Background: an optimization exercise with open tools, aiming at small area. Do not read the settings as production practice.
The clock port is modelled as an ideal driver; clocking choices that lean on that would not hold on a real chip.
Power figures rest on the tool's default switching activity, not on a simulated workload.

==> job 4373: inputs <==
==> flow/design.v <==
module sync_shfifo #(
    parameter FIFO_WIDTH = 32,
    parameter FIFO_ADDR  = 5,
    parameter FIFO_DEPTH = 1 << FIFO_ADDR,
    parameter FIFO_AE_THRESHOLD = 1,
    parameter FIFO_AF_THRESHOLD = FIFO_DEPTH -1)
(
    input                           clk,
    input                           rst_n,
    input                           fifo_wen,
    input      [FIFO_WIDTH-1 :0]    fifo_wdat,
    input                           fifo_ren,
    output     [FIFO_WIDTH-1 :0]    fifo_rdat,
    output                          fifo_empty,
    output                          fifo_full,
    output                          fifo_aempty,
    output                          fifo_afull,
    output     [FIFO_ADDR :0]       fifo_wcnt,
    output reg [FIFO_ADDR :0]       fifo_rcnt,
    output reg                      fifo_wr_full_err,
    output reg                      fifo_rd_empty_err
);
reg  [FIFO_WIDTH-1 :0]   fifo_data[FIFO_DEPTH-1 :0];
wire wr_acc = fifo_wen & ~fifo_full;
wire rd_acc = fifo_ren & ~fifo_empty;
integer i;
always @(posedge clk)
begin
    if (wr_acc) begin
        fifo_data[0] <= fifo_wdat;
        for (i = 1; i < FIFO_DEPTH; i = i + 1)
            fifo_data[i] <= fifo_data[i-1];
    end
end
wire [3:0]              rd_p0, rd_p1;
wire [2:0]              rd_p2;
wire [FIFO_DEPTH-1 :0]  rd_sel;
genvar gk, gb;
generate
    for (gk = 0; gk < 4; gk = gk + 1) begin : g_p01
        assign rd_p0[gk] = fifo_rcnt[1:0] == gk;
        assign rd_p1[gk] = fifo_rcnt[3:2] == gk;
    end
    for (gk = 0; gk < 3; gk = gk + 1) begin : g_p2
        assign rd_p2[gk] = fifo_rcnt[5:4] == gk;
    end
    for (gk = 0; gk < FIFO_DEPTH; gk = gk + 1) begin : g_dec
        sync_shfifo_and3 u_rd (.a(rd_p2[(gk+1)/16]), .b(rd_p1[((gk+1)/4)%4]), .c(rd_p0[(gk+1)%4]), .y(rd_sel[gk]));
    end
endgenerate
generate
    for (gb = 0; gb < FIFO_WIDTH; gb = gb + 1) begin : g_rd
        wire [FIFO_DEPTH-1 :0] col;
        for (gk = 0; gk < FIFO_DEPTH; gk = gk + 1) begin : g_col
            assign col[gk] = fifo_data[gk][gb];
        end
        sync_shfifo_rdbit u_rd (.d(col), .sel(rd_sel), .q(fifo_rdat[gb]));
    end
endgenerate
always @(posedge clk or negedge rst_n)
begin
    if(~rst_n)
        fifo_rcnt <= 'b0;
    else if(wr_acc & ~rd_acc)
        fifo_rcnt <= fifo_rcnt + 'b1;
    else if(rd_acc & ~wr_acc)
        fifo_rcnt <= fifo_rcnt - 'b1;
end
assign fifo_wcnt   = FIFO_DEPTH - fifo_rcnt;
assign fifo_full   = fifo_rcnt[FIFO_ADDR];
assign fifo_empty  = fifo_rcnt == 'b0;
assign fifo_aempty = fifo_rcnt <= FIFO_AE_THRESHOLD;
assign fifo_afull  = fifo_rcnt >= FIFO_AF_THRESHOLD;
always @(posedge clk or negedge rst_n) begin
    if(~rst_n)
        fifo_wr_full_err <= 'b0;
    else if(fifo_full & fifo_wen)
        fifo_wr_full_err <= 'b1;
end
always @(posedge clk or negedge rst_n) begin
    if(~rst_n)
        fifo_rd_empty_err <= 'b0;
    else if(fifo_empty & fifo_ren)
        fifo_rd_empty_err <= 'b1;
end
endmodule
module sync_shfifo_and3 (input a, input b, input c, output y);
assign y = a & b & c;
endmodule
module sync_shfifo_rdbit (
    input  [31:0] d,
    input  [31:0] sel,
    output        q
);
wire [9:0]  g;
wire [2:0]  h;
genvar i;
generate
    for (i = 0; i < 10; i = i + 1) begin : g_aoi
        sync_shfifo_aoi222 u_aoi (.d(d[3*i+2:3*i]), .s(sel[3*i+2:3*i]), .y(g[i]));
    end
endgenerate
sync_shfifo_nand4  u_nd0 (.a(g[3:0]),  .y(h[0]));
sync_shfifo_nand4  u_nd1 (.a(g[7:4]),  .y(h[1]));
sync_shfifo_aoi22_nand3 u_nd2 (.g(g[9:8]), .d(d[31:30]), .s(sel[31:30]), .y(h[2]));
assign q = |h;
endmodule
module sync_shfifo_aoi222 (input [2:0] d, input [2:0] s, output y);
assign y = ~|(d & s);
endmodule
module sync_shfifo_nand4 (input [3:0] a, output y);
assign y = ~&a;
endmodule
module sync_shfifo_aoi22_nand3 (input [1:0] g, input [1:0] d, input [1:0] s, output y);
assign y = ~(g[0] & g[1] & ~|(d & s));
endmodule
==> flow/flow/run.sh <==
#!/bin/bash
# Standard ORFS layout (the standard.sh, standard synthesis unchanged) with
# these changes to how the layout is made:
#  - port buffers are sky130_fd_sc_hd__buf_1 (repair_design then sizes up or
#    buffers the ones with large loads);
#  - clock tree synthesis without dummy loads (same clustering and buffer as
#    config.mk's CTS settings);
#  - after CTS, an area-recovery pass (flow/downsize.tcl) downsizes
#    combinational cells while slew, capacitance and timing stay met.
set -uo pipefail
export BUFFER_PORTS_ARGS="-buffer_cell sky130_fd_sc_hd__buf_1"
export CTS_ARGS="-sink_clustering_enable -repair_clock_nets -sink_clustering_size 17 -sink_clustering_max_diameter 80 -buf_list sky130_fd_sc_hd__clkbuf_8 -dont_use_dummy_load"
export POST_CTS_TCL=$PWD/flow/post_cts.tcl
bash standard.sh > standard.log 2>&1
rc=$?
mkdir -p orfs_logs
cp -r orfs/logs/. orfs_logs/ 2>/dev/null || true
exit $rc
==> flow/flow/downsize.tcl <==
# Area recovery: try each upsized combinational cell at smaller drive
# strengths of the same function; keep a change only if no max-slew (with
# a 10% margin) or max-capacitance violation appears and setup/hold slack
# stay comfortable. Clock-tree cells and registers are left alone.
proc my_downsize {} {
  set_max_transition 1.35 [current_design]
  set lib_cells {}
  foreach lc [get_lib_cells sky130_fd_sc_hd__*] {
    dict set lib_cells [get_name $lc] 1
  }
  set dont_use [expr {[info exists ::env(DONT_USE_CELLS)] ? $::env(DONT_USE_CELLS) : {}}]
  set base_slew [sta::max_slew_violation_count]
  set base_cap [sta::max_capacitance_violation_count]
  set base_setup [sta::worst_slack_cmd max]
  puts "downsize: start slew_viol=$base_slew cap_viol=$base_cap setup_ws=$base_setup"
  set saved 0.0
  set n 0
  foreach inst [get_cells *] {
    set ref [get_property $inst ref_name]
    if {![regexp {^(sky130_fd_sc_hd__[a-z0-9]+)_([0-9]+)$} $ref -> base drive]} { continue }
    if {[regexp {df|dl|edf|sdf|clkbuf|clkinv|clkdly|tap|fill|decap|conb|probe} $base]} { continue }
    set orig $ref
    set best $ref
    foreach d {0 1 2 4 6 8 12} {
      if {$d >= $drive} break
      set cand ${base}_$d
      if {![dict exists $lib_cells $cand] || [lsearch $dont_use $cand] >= 0} continue
      if {[get_property [get_lib_cells $cand] area] >= [get_property [get_lib_cells $orig] area]} continue
      replace_cell $inst [get_lib_cells $cand]
      set ok 1
      if {[sta::max_slew_violation_count] > $base_slew} { set ok 0 }
      if {$ok && [sta::max_capacitance_violation_count] > $base_cap} { set ok 0 }
      if {$ok && [sta::worst_slack_cmd max] < 0.5e-9} { set ok 0 }
      if {$ok && [sta::worst_slack_cmd min] < 0.05e-9} { set ok 0 }
      if {$ok} { set best $cand; break }
      replace_cell $inst [get_lib_cells $orig]
    }
    if {$best ne $orig} {
      replace_cell $inst [get_lib_cells $best]
      set a0 [get_property [get_lib_cells $orig] area]
      set a1 [get_property [get_lib_cells $best] area]
      set saved [expr {$saved + $a0 - $a1}]
      incr n
    }
  }
  puts "downsize: $n cells resized, area saved [format %.1f $saved] um2"
  set_max_transition 1.5 [current_design]
}
==> flow/flow/post_cts.tcl <==
# after clock tree synthesis and its timing repair: area recovery by
# downsizing combinational cells that have slack and slew to spare
source [file join [file dirname [info script]] downsize.tcl]
set_propagated_clock [all_clocks]
estimate_parasitics -placement
my_downsize
estimate_parasitics -placement
detailed_placement
check_placement -verbose
==> flow/standard.sh <==
#!/bin/bash
# synth_recipe.tcl (not shown) runs the flow's synth.tcl, then flattens the netlist and writes it again
# the make line also repeats each setting of config.mk as NAME=value (left out here)
make -C /OpenROAD-flow-scripts/flow DESIGN_CONFIG=/design/flow/config.mk WORK_HOME=/design/flow/orfs CLKGATE_MAP_FILE= SYNTH_SCRIPT=/design/flow/synth_recipe.tcl "${@:-finish}"
==> flow/config.mk <==
export PLATFORM = sky130hd
export DESIGN_NAME = sync_shfifo
export DESIGN_NICKNAME = sync_shfifo
export VERILOG_FILES = /design/flow/design.v
export SDC_FILE = /design/flow/constraint.sdc
export NUM_CORES = 4
export LEC_CHECK = 0
export CAP_MARGIN = 10
export CORE_MARGIN = 2
export CORE_UTILIZATION = 48
export SLEW_MARGIN = 10
export SYNTH_HIERARCHICAL = 1
==> flow/constraint.sdc <==
create_clock -name core_clock -period 7.0 [get_ports {clk}]
set_input_delay 1.4000 -clock core_clock [delete_from_list [all_inputs] [get_ports {clk}]]
set_output_delay 1.4000 -clock core_clock [all_outputs]
set_load 0.01 [all_outputs]
==> job 8689 (differences from job 4373) <==
==> flow/design.v (replaced) <==
module sync_shfifo #(
    parameter FIFO_WIDTH = 32,
    parameter FIFO_ADDR  = 5,
    parameter FIFO_DEPTH = 1 << FIFO_ADDR,
    parameter FIFO_AE_THRESHOLD = 1,
    parameter FIFO_AF_THRESHOLD = FIFO_DEPTH -1)
(
    input                           clk,
    input                           rst_n,
    input                           fifo_wen,
    input      [FIFO_WIDTH-1 :0]    fifo_wdat,
    input                           fifo_ren,
    output     [FIFO_WIDTH-1 :0]    fifo_rdat,
    output                          fifo_empty,
    output                          fifo_full,
    output                          fifo_aempty,
    output                          fifo_afull,
    output     [FIFO_ADDR :0]       fifo_wcnt,
    output reg [FIFO_ADDR :0]       fifo_rcnt,
    output reg                      fifo_wr_full_err,
    output reg                      fifo_rd_empty_err
);
reg  [FIFO_WIDTH-1 :0]   fifo_data[FIFO_DEPTH-1 :0];
reg  [FIFO_ADDR-1 :0]    fifo_wr_ptr;
reg  [FIFO_ADDR-1 :0]    fifo_rd_ptr;
wire wr_acc = fifo_wen & ~fifo_full;
wire rd_acc = fifo_ren & ~fifo_empty;
always @(posedge clk or negedge rst_n)
begin
    if(~rst_n)
        fifo_wr_ptr <= 'b0;
    else if(wr_acc)
        fifo_wr_ptr <= fifo_wr_ptr + 'b1;
end
always @(posedge clk)
begin
    if(wr_acc)
        fifo_data[fifo_wr_ptr] <= fifo_wdat;
end
always @(posedge clk or negedge rst_n)
begin
    if(~rst_n)
        fifo_rd_ptr <= 'b0;
    else if(rd_acc)
        fifo_rd_ptr <= fifo_rd_ptr + 'b1;
end
wire [FIFO_DEPTH-1 :0]   rd_sel_n;
genvar gk, gb;
generate
    for (gk = 0; gk < FIFO_DEPTH; gk = gk + 1) begin : g_sel
        assign rd_sel_n[gk] = fifo_rd_ptr != gk;
    end
    for (gb = 0; gb < FIFO_WIDTH; gb = gb + 1) begin : g_rd
        wire [FIFO_DEPTH-1 :0] col;
        for (gk = 0; gk < FIFO_DEPTH; gk = gk + 1) begin : g_col
            assign col[gk] = fifo_data[gk][gb];
        end
        sync_shfifo_rdbit #(.N(FIFO_DEPTH)) u_rd (.d(col), .sel_n(rd_sel_n), .q(fifo_rdat[gb]));
    end
endgenerate
always @(posedge clk or negedge rst_n)
begin
    if(~rst_n)
        fifo_rcnt <= 'b0;
    else if(wr_acc & ~rd_acc)
        fifo_rcnt <= fifo_rcnt + 'b1;
    else if(rd_acc & ~wr_acc)
        fifo_rcnt <= fifo_rcnt - 'b1;
end
assign fifo_wcnt   = FIFO_DEPTH - fifo_rcnt;
assign fifo_full   = fifo_rcnt[FIFO_ADDR];
assign fifo_empty  = fifo_rcnt == 'b0;
assign fifo_aempty = fifo_rcnt <= FIFO_AE_THRESHOLD;
assign fifo_afull  = fifo_rcnt >= FIFO_AF_THRESHOLD;
always @(posedge clk or negedge rst_n) begin
    if(~rst_n)
        fifo_wr_full_err <= 'b0;
    else if(fifo_full & fifo_wen)
        fifo_wr_full_err <= 'b1;
end
always @(posedge clk or negedge rst_n) begin
    if(~rst_n)
        fifo_rd_empty_err <= 'b0;
    else if(fifo_empty & fifo_ren)
        fifo_rd_empty_err <= 'b1;
end
endmodule
module sync_shfifo_rdbit #(parameter N = 32) (
    input  [N-1:0] d,
    input  [N-1:0] sel_n,
    output         q
);
assign q = &(d | sel_n);
endmodule
==> flow/run.sh (new file) <==
#!/bin/bash
# synth_recipe.tcl (not shown) runs the flow's synth.tcl, then flattens the netlist and writes it again
# the make line also repeats each setting of config.mk as NAME=value (left out here)
make -C /OpenROAD-flow-scripts/flow DESIGN_CONFIG=/design/flow/config.mk WORK_HOME=/design/flow/orfs CLKGATE_MAP_FILE= SYNTH_SCRIPT=/design/flow/synth_recipe.tcl finish
CAP_MARGIN = 0   (was 10)
CORE_UTILIZATION = 60   (was 48)
CTS_BUF_LIST = sky130_fd_sc_hd__clkbuf_4 sky130_fd_sc_hd__clkbuf_8   (was default)
SLEW_MARGIN = 0   (was 10)
removed: flow/flow/run.sh
removed: flow/flow/downsize.tcl
removed: flow/flow/post_cts.tcl
removed: flow/standard.sh
==> summary of the runs <==
Worst setup slack: job 8689 is lower than job 4373 (0.011 ns). In fmax, job 8689 and job 4373 hardly differ. Of job 8689 and job 4373, job 8689 has the higher hold slack (gap 0.051 ns). Against job 4373, the clock skew of job 8689 is lower by 0.053 ns. Against job 8689, the sequential power of job 4373 is larger by about 30%.
Function was not checked in any run of this note: the RTL went through the layout flow alone.

-- port drivers added, routing unchanged --
Ports are ideal in the flow. The routed layouts listed here were re-timed in OpenROAD. Step 1: set_driving_cell puts a clkbuf_16 on clk and a buf_2 on each other input, an assumption about the parent block. Step 2 adds t to the input delays and takes it off the output delays; t is the mean of the earliest and latest rising clock arrival at the registers after step 1. Input paths then give back, and output paths get back, about the clock's delay inside the block. a / b / c = ideal / step 1 / step 2; a / b = the first two.
| run | t (ns) | setup WS [ns] | hold slack, ns | worst slew at a driven data input, ns |
|---|---|---|---|---|
| job 4373 | 0.702 | 0.939 / 0.874 / 1.575 | 0.401 / 0.401 / 0.401 | 0.06 |
| job 8689 | 0.855 | 0.928 / 0.866 / 1.721 | 0.452 / 0.452 / 0.452 | 0.08 |
After both steps every run listed still meets setup and hold.
